Background: an optimization exercise with open tools, aiming at small area. Do not read the settings as production practice.
Only simulation tests tie the RTL to the original design; equivalence was not proved.
The clock input has no modelled driver; a real chip could not lean on it and would need a root buffer or a full tree.
No activity file was given, so power comes from the tool's default toggle rates.

==> build 6: inputs <==
==> flow/design.v <==
module Timer_NormalMode(
    input wire clk,
    input wire reset,
    output reg irq_timer,
    output reg [15:0] timer_cnt
);
    reg [16:0] c;
    integer i;
    always @(*) begin
        c[0] = 1'b1;
        for (i = 0; i < 16; i = i + 1)
            c[i+1] = c[i] & timer_cnt[i];
    end
    always @(posedge clk or posedge reset) begin
        if (reset) begin
            timer_cnt <= 16'b0;
            irq_timer <= 1'b0;
        end else begin
            timer_cnt <= timer_cnt ^ c[15:0];
            irq_timer <= c[16];
        end
    end
endmodule
module Fast_PWM(
    input wire clk,
    input wire reset,
    input wire [15:0] timer_top,
    input wire [15:0] pwm_cnta,
    input wire [15:0] pwm_cntb,
    output reg pwm_outa,
    output reg pwm_outb
);
    function ltn(input [15:0] na, input [15:0] b);
        integer i;
        reg r;
        begin
            r = 1'b0;
            for (i = 0; i < 16; i = i + 1)
                r = (na[i] & b[i]) | (na[i] & r) | (b[i] & r);
            ltn = r;
        end
    endfunction
    reg [15:0] cnt_n;
    always @(posedge clk or posedge reset) begin
        if (reset) begin
            cnt_n <= 16'hFFFF;
            pwm_outa <= 0;
            pwm_outb <= 0;
        end else begin
            cnt_n <= ltn(cnt_n, timer_top) ? cnt_n - 1'b1 : 16'hFFFF;
            pwm_outa <= ltn(cnt_n, pwm_cnta);
            pwm_outb <= ltn(cnt_n, pwm_cntb);
        end
    end
endmodule
module PhaseCorrectPWM(
    input wire clk,
    input wire reset,
    input wire [15:0] top,
    input wire [15:0] pwm_a,
    input wire [15:0] pwm_b,
    output reg pwm_outa,
    output reg pwm_outb
);
    function ltn(input [15:0] na, input [15:0] b);
        integer i;
        reg r;
        begin
            r = 1'b0;
            for (i = 0; i < 16; i = i + 1)
                r = (na[i] & b[i]) | (na[i] & r) | (b[i] & r);
            ltn = r;
        end
    endfunction
    reg [15:0] cnt_n;
    reg direction;  
    reg [16:0] t;
    integer i;
    always @(*) begin
        t[0] = 1'b1;
        for (i = 0; i < 16; i = i + 1)
            t[i+1] = t[i] & ~(cnt_n[i] ^ direction);
    end
    wire up_ok = ltn(cnt_n, top);
    wire move = direction ? ~t[16] : up_ok;
    always @(posedge clk or posedge reset) begin
        if (reset) begin
            cnt_n <= 16'hFFFF;
            direction <= 0;
            pwm_outa <= 0;
            pwm_outb <= 0;
        end else begin
            if (move) cnt_n <= cnt_n ^ t[15:0];
            else direction <= ~direction;
            pwm_outa <= ltn(cnt_n, pwm_a);
            pwm_outb <= ltn(cnt_n, pwm_b);
        end
    end
endmodule
module Timer_PWM_Generator(
    input wire clk,                 
    input wire reset,               
    input wire [1:0] TMR_SRC,       
    input wire [1:0] TMR_MODE,      
    input wire [15:0] TIMER_TOP,    
    input wire [15:0] PWM_CNTA,     
    input wire [15:0] PWM_CNTB,     
    output wire PWM_OUTA,           
    output wire PWM_OUTB,           
    output wire timer_interrupt     
);
    wire irq_timer_normal;
    wire pwm_outa_fast, pwm_outb_fast;
    wire pwm_outa_phase, pwm_outb_phase;
    wire [15:0] timer_cnt_normal;
    Timer_NormalMode normal_mode_inst (
        .clk(clk),
        .reset(reset),
        .irq_timer(irq_timer_normal),
        .timer_cnt(timer_cnt_normal)
    );
    Fast_PWM fast_pwm_inst (
        .clk(clk),
        .reset(reset),
        .pwm_outa(pwm_outa_fast),
        .pwm_outb(pwm_outb_fast),
        .timer_top(TIMER_TOP),
        .pwm_cnta(PWM_CNTA),
        .pwm_cntb(PWM_CNTB)
    );
    PhaseCorrectPWM phase_pwm_inst (
        .clk(clk),
        .reset(reset),
        .top(TIMER_TOP),
        .pwm_a(PWM_CNTA),
        .pwm_b(PWM_CNTB),
        .pwm_outa(pwm_outa_phase),
        .pwm_outb(pwm_outb_phase)
    );
    assign PWM_OUTA = TMR_MODE[0] ? (~TMR_MODE[1] & pwm_outa_fast)
                                  : ( TMR_MODE[1] & pwm_outa_phase);
    assign PWM_OUTB = TMR_MODE[0] ? (~TMR_MODE[1] & pwm_outb_fast)
                                  : ( TMR_MODE[1] & pwm_outb_phase);
    assign timer_interrupt = ~TMR_MODE[0] & ~TMR_MODE[1] & irq_timer_normal;
endmodule
==> flow/flow/run.sh <==
#!/bin/bash
# Own layout flow: the standard synthesis script, except that ABC maps the
# logic with an area-oriented script (flow/area.abc); then the standard ORFS
# steps, with small port buffers and a clock tree without dummy loads.
set -euo pipefail
W=$(pwd)
F=$W/flow
mkdir -p $W/myflow
# synth.tcl with the ABC script replaced
sed 's#^\(\s*\)log_cmd abc {\*}\$abc_args#\1set abc_args [lreplace $abc_args 1 1 '"$F"'/area.abc]\n\1log_cmd abc {*}$abc_args#' \
  $FLOW_HOME/scripts/synth.tcl > $W/myflow/synth.tcl
grep -q "area.abc" $W/myflow/synth.tcl
sed 's#\$::env(SCRIPTS_DIR)/synth.tcl#'"$W"'/myflow/synth.tcl#' $W/synth_recipe.tcl > $W/myflow/synth_recipe.tcl
grep -q "myflow/synth.tcl" $W/myflow/synth_recipe.tcl

KNOBS=()
[[ -f $F/knobs.txt ]] && mapfile -t KNOBS < <(grep -v '^#' $F/knobs.txt | grep . | sed "s|@FLOW@|$F|g")

make -C $FLOW_HOME DESIGN_CONFIG=$W/config.mk WORK_HOME=$W/orfs CLKGATE_MAP_FILE= \
  SYNTH_SCRIPT=$W/myflow/synth_recipe.tcl "${KNOBS[@]}" finish > $W/make_finish.log 2>&1
R=$W/orfs/results/$FLOW_PLATFORM/Timer_PWM_Generator/base
: # left out here: write the final layout as DEF
==> flow/flow/area.abc <==
strash; &get -n; &fraig -x; &put; scorr; dc2; dretime; strash; &get -n; &dch -f; &nf -R 1000; &put
==> flow/flow/clock.tcl <==
# Used as PRE_CTS_TCL: replaces the clock tree synthesis command for this small
# design with one level of clock buffers fed by the clock port. The registers
# are split by position into MYCLK_N groups, each driven by one MYCLK_CELL.
proc clock_tree_synthesis {args} {
  set block [ord::get_db_block]
  set db [ord::get_db]
  set n $::env(MYCLK_N)
  set master [$db findMaster $::env(MYCLK_CELL)]
  set clk [[$block findBTerm clk] getNet]
  set sinks {}
  foreach it [$clk getITerms] {
    if { [$it isInputSignal] } {
      set inst [$it getInst]
      set box [$inst getBBox]
      lappend sinks [list [expr {([$box xMin] + [$box xMax]) / 2}] [expr {([$box yMin] + [$box yMax]) / 2}] $it]
    }
  }
  set sinks [lsort -integer -index 0 $sinks]
  set total [llength $sinks]
  for {set g 0} {$g < $n} {incr g} {
    set lo [expr {$g * $total / $n}]
    set hi [expr {($g + 1) * $total / $n - 1}]
    set group [lrange $sinks $lo $hi]
    set sx 0; set sy 0
    foreach s $group { incr sx [lindex $s 0]; incr sy [lindex $s 1] }
    set cx [expr {$sx / [llength $group]}]
    set cy [expr {$sy / [llength $group]}]
    set buf [odb::dbInst_create $block $master "clkbuf_leaf_${g}_clk"]
    set net [odb::dbNet_create $block "clknet_leaf_${g}_clk"]
    $net setSigType CLOCK
    foreach s $group {
      set it [lindex $s 2]
      $it disconnect
      $it connect $net
    }
    [$buf findITerm A] connect $clk
    [$buf findITerm X] connect $net
    $buf setLocation $cx $cy
    $buf setPlacementStatus PLACED
    puts "clock buffer $g: [llength $group] sinks at $cx $cy"
  }
  $clk setSigType CLOCK
  global_connect
  set_propagated_clock [all_clocks]
}
==> flow/flow/knobs.txt <==
# extra make variables for the ORFS run, one per line (@FLOW@ is this folder)
BUFFER_PORTS_ARGS=-buffer_cell sky130_fd_sc_hd__buf_1
ADDER_MAP_FILE=
PRE_CTS_TCL=@FLOW@/clock.tcl
MYCLK_N=2
MYCLK_CELL=sky130_fd_sc_hd__clkbuf_16
GPL_TIMING_DRIVEN=0
==> flow/standard.sh <==
#!/bin/bash
# synth_recipe.tcl (not shown) runs the flow's synth.tcl, then flattens the netlist and writes it again
# the make line also repeats each setting of config.mk as NAME=value (left out here)
make -C /OpenROAD-flow-scripts/flow DESIGN_CONFIG=/design/flow/config.mk WORK_HOME=/design/flow/orfs CLKGATE_MAP_FILE= SYNTH_SCRIPT=/design/flow/synth_recipe.tcl "${@:-finish}"
==> flow/config.mk <==
export PLATFORM = sky130hd
export DESIGN_NAME = Timer_PWM_Generator
export DESIGN_NICKNAME = Timer_PWM_Generator
export VERILOG_FILES = /design/flow/design.v
export SDC_FILE = /design/flow/constraint.sdc
export NUM_CORES = 4
export LEC_CHECK = 0
export CAP_MARGIN = 20
export CORE_MARGIN = 2
export CORE_UTILIZATION = 40
export SLEW_MARGIN = 20
==> flow/constraint.sdc <==
create_clock -name core_clock -period 4.0 [get_ports {clk}]
set_input_delay 0.8000 -clock core_clock [delete_from_list [all_inputs] [get_ports {clk}]]
set_output_delay 0.8000 -clock core_clock [all_outputs]
set_load 0.01 [all_outputs]
==> inputs of build 16, as changes to build 6 <==
==> flow/design.v, changed modules only <==
module Timer_NormalMode(
    input wire clk,
    input wire reset,
    output reg irq_timer
);
    reg [15:0] lfsr;
    wire low_zero = ~|lfsr[14:0];
    wire feedback = lfsr[15] ^ lfsr[13] ^ lfsr[12] ^ lfsr[10] ^ low_zero;
    always @(posedge clk or posedge reset) begin
        if (reset) begin
            lfsr <= 16'b0;
            irq_timer <= 1'b0;
        end else begin
            lfsr <= {lfsr[14:0], feedback};
            irq_timer <= lfsr[15] & low_zero;   
        end
    end
endmodule
module Timer_PWM_Generator(
    input wire clk,                 
    input wire reset,               
    input wire [1:0] TMR_SRC,       
    input wire [1:0] TMR_MODE,      
    input wire [15:0] TIMER_TOP,    
    input wire [15:0] PWM_CNTA,     
    input wire [15:0] PWM_CNTB,     
    output wire PWM_OUTA,           
    output wire PWM_OUTB,           
    output wire timer_interrupt     
);
    wire irq_timer_normal;
    wire pwm_outa_fast, pwm_outb_fast;
    wire pwm_outa_phase, pwm_outb_phase;
    Timer_NormalMode normal_mode_inst (
        .clk(clk),
        .reset(reset),
        .irq_timer(irq_timer_normal)
    );
    Fast_PWM fast_pwm_inst (
        .clk(clk),
        .reset(reset),
        .pwm_outa(pwm_outa_fast),
        .pwm_outb(pwm_outb_fast),
        .timer_top(TIMER_TOP),
        .pwm_cnta(PWM_CNTA),
        .pwm_cntb(PWM_CNTB)
    );
    PhaseCorrectPWM phase_pwm_inst (
        .clk(clk),
        .reset(reset),
        .top(TIMER_TOP),
        .pwm_a(PWM_CNTA),
        .pwm_b(PWM_CNTB),
        .pwm_outa(pwm_outa_phase),
        .pwm_outb(pwm_outb_phase)
    );
    assign PWM_OUTA = TMR_MODE[0] ? (~TMR_MODE[1] & pwm_outa_fast)
                                  : ( TMR_MODE[1] & pwm_outa_phase);
    assign PWM_OUTB = TMR_MODE[0] ? (~TMR_MODE[1] & pwm_outb_fast)
                                  : ( TMR_MODE[1] & pwm_outb_phase);
    assign timer_interrupt = ~TMR_MODE[0] & ~TMR_MODE[1] & irq_timer_normal;
endmodule
--- a/flow/flow/run.sh
+++ b/flow/flow/run.sh
@@ -1,6 +1,10 @@
 #!/bin/bash
 # Own layout flow: the standard synthesis script, except that ABC maps the
-# logic with an area-oriented script (flow/area.abc); then the standard ORFS
-# steps, with small port buffers and a clock tree without dummy loads.
+# logic with an area-oriented script (flow/area.abc) and no adder cells are
+# extracted; then the standard ORFS steps with the make variables in
+# flow/knobs.txt: buf_1 port buffers, a denser floorplan, and flow/clock.tcl
+# in place of TritonCTS (one level of clock buffers fed by the clock port).
+# Logs: make_finish.log (all of make's output; ORFS's per-step logs are under
+# orfs/logs) and write_def.log.
 set -euo pipefail
 W=$(pwd)
==> flow/flow/area.abc (replaced) <==
strash; dc2; &get -n; &dch -f; &nf -R 1000; &put; strash; dc2; &get -n; &dch -f; &nf -R 1000; &put
==> flow/flow/clock.tcl (replaced) <==
proc clock_tree_synthesis {args} {
  set block [ord::get_db_block]
  set db [ord::get_db]
  set n $::env(MYCLK_N)
  set master [$db findMaster $::env(MYCLK_CELL)]
  set clk [[$block findBTerm clk] getNet]
  set sinks {}
  foreach it [$clk getITerms] {
    if { [$it isInputSignal] } {
      set box [[$it getInst] getBBox]
      lappend sinks [list [expr {([$box xMin] + [$box xMax]) / 2}] \
        [expr {([$box yMin] + [$box yMax]) / 2}] $it]
    }
  }
  set total [llength $sinks]
  set cap [expr {($total + $n - 1) / $n}]
  # start from strips along x, then balanced k-means: each sink goes to the
  # nearest centre that still has room, sinks taken in order of distance
  set sinks [lsort -integer -index 0 $sinks]
  set centres {}
  for {set g 0} {$g < $n} {incr g} {
    set grp [lrange $sinks [expr {$g * $total / $n}] [expr {($g + 1) * $total / $n - 1}]]
    set sx 0; set sy 0
    foreach s $grp { incr sx [lindex $s 0]; incr sy [lindex $s 1] }
    lappend centres [list [expr {$sx / [llength $grp]}] [expr {$sy / [llength $grp]}]]
  }
  for {set iter 0} {$iter < 20} {incr iter} {
    set pairs {}
    set k 0
    foreach s $sinks {
      for {set g 0} {$g < $n} {incr g} {
        set c [lindex $centres $g]
        set d [expr {abs([lindex $s 0] - [lindex $c 0]) + abs([lindex $s 1] - [lindex $c 1])}]
        lappend pairs [list $d $k $g]
      }
      incr k
    }
    set pairs [lsort -integer -index 0 $pairs]
    array unset asg
    array unset cnt
    for {set g 0} {$g < $n} {incr g} { set cnt($g) 0 }
    foreach p $pairs {
      lassign $p d k g
      if { [info exists asg($k)] || $cnt($g) >= $cap } { continue }
      set asg($k) $g
      incr cnt($g)
    }
    set new {}
    for {set g 0} {$g < $n} {incr g} {
      set sx 0; set sy 0; set m 0
      for {set k 0} {$k < $total} {incr k} {
        if { $asg($k) == $g } {
          incr sx [lindex [lindex $sinks $k] 0]; incr sy [lindex [lindex $sinks $k] 1]; incr m
        }
      }
      if { $m > 0 } { lappend new [list [expr {$sx / $m}] [expr {$sy / $m}]] } else { lappend new [lindex $centres $g] }
    }
    set centres $new
  }
  for {set g 0} {$g < $n} {incr g} {
    set buf [odb::dbInst_create $block $master "clkbuf_leaf_${g}_clk"]
    set net [odb::dbNet_create $block "clknet_leaf_${g}_clk"]
    $net setSigType CLOCK
    set m 0
    for {set k 0} {$k < $total} {incr k} {
      if { $asg($k) == $g } {
        set it [lindex [lindex $sinks $k] 2]
        $it disconnect
        $it connect $net
        incr m
      }
    }
    [$buf findITerm A] connect $clk
    [$buf findITerm X] connect $net
    lassign [lindex $centres $g] cx cy
    $buf setLocation $cx $cy
    $buf setPlacementStatus PLACED
    puts "clock buffer $g: $m sinks at $cx $cy"
  }
  $clk setSigType CLOCK
  global_connect
  set_propagated_clock [all_clocks]
}
--- a/flow/flow/knobs.txt
+++ b/flow/flow/knobs.txt
@@ -5,3 +5,7 @@
 MYCLK_N=2
 MYCLK_CELL=sky130_fd_sc_hd__clkbuf_16
+CORE_UTILIZATION=70
+PLACE_DENSITY=0.85
+SLEW_MARGIN=0
+CAP_MARGIN=0
 GPL_TIMING_DRIVEN=0
==> run summary <==
- Between build 16 and build 6, the lower synthesized cell count is in build 16 (gap 6.3%, measured against build 6).
- Between build 16 and build 6, the lower total power is in build 16 (gap about 1%, measured against build 6).
- Maximum frequency is about the same in build 16 and build 6.
- Build 6 passed the timing, DRC and antenna checks. Build 16 completed with no timing, DRC or antenna violations.
- Clock power: build 16 is smaller than build 6 (about 2%).
- Final cell count: build 16 is smaller than build 6 (about 15%).
- In build 6 the sequential share of layout area is lower than in build 16, by 2.8 points.
- Between build 16 and build 6, the lower sequential power is in build 16 (gap about 0.9%, measured against build 6).
- Against build 16, the worst hold slack of build 6 is better by 100 ps.
No run of this note takes its clock network from TritonCTS; it comes from the design's own scripts or RTL.

## what the ideal ports hide
In the flow no input, the clock included, has a driving cell. The finished layouts below were timed again as built, in two steps. Step 1 (the two cells are an assumption about what drives the block):
set clk [get_ports {clk}]
set_driving_cell -lib_cell sky130_fd_sc_hd__clkbuf_16 $clk
set_driving_cell -lib_cell sky130_fd_sc_hd__buf_2 [delete_from_list [all_inputs] $clk]
Step 2 adds t to the input delays and takes it off the output delays; t is the mean of the earliest and latest rising clock arrival at the registers after step 1. Input paths then give back, and output paths get back, about the clock's delay inside the block. Slacks: ideal ports / drivers / drivers and shift; pairs: ideal ports / drivers.
run | shift t [ns] | setup WS [ns] | worst data-port slew with drivers (ns)
build 6 | 0.211 | 0.343 / 0.369 / 0.158 | 0.05
build 16 | 0.208 | 0.344 / 0.370 / 0.161 | 0.04
After both steps setup and hold are still met in every run listed. The setup slack of build 6, which loses most, moves by +0.026 ns with the drivers and by -0.185 ns with both steps.
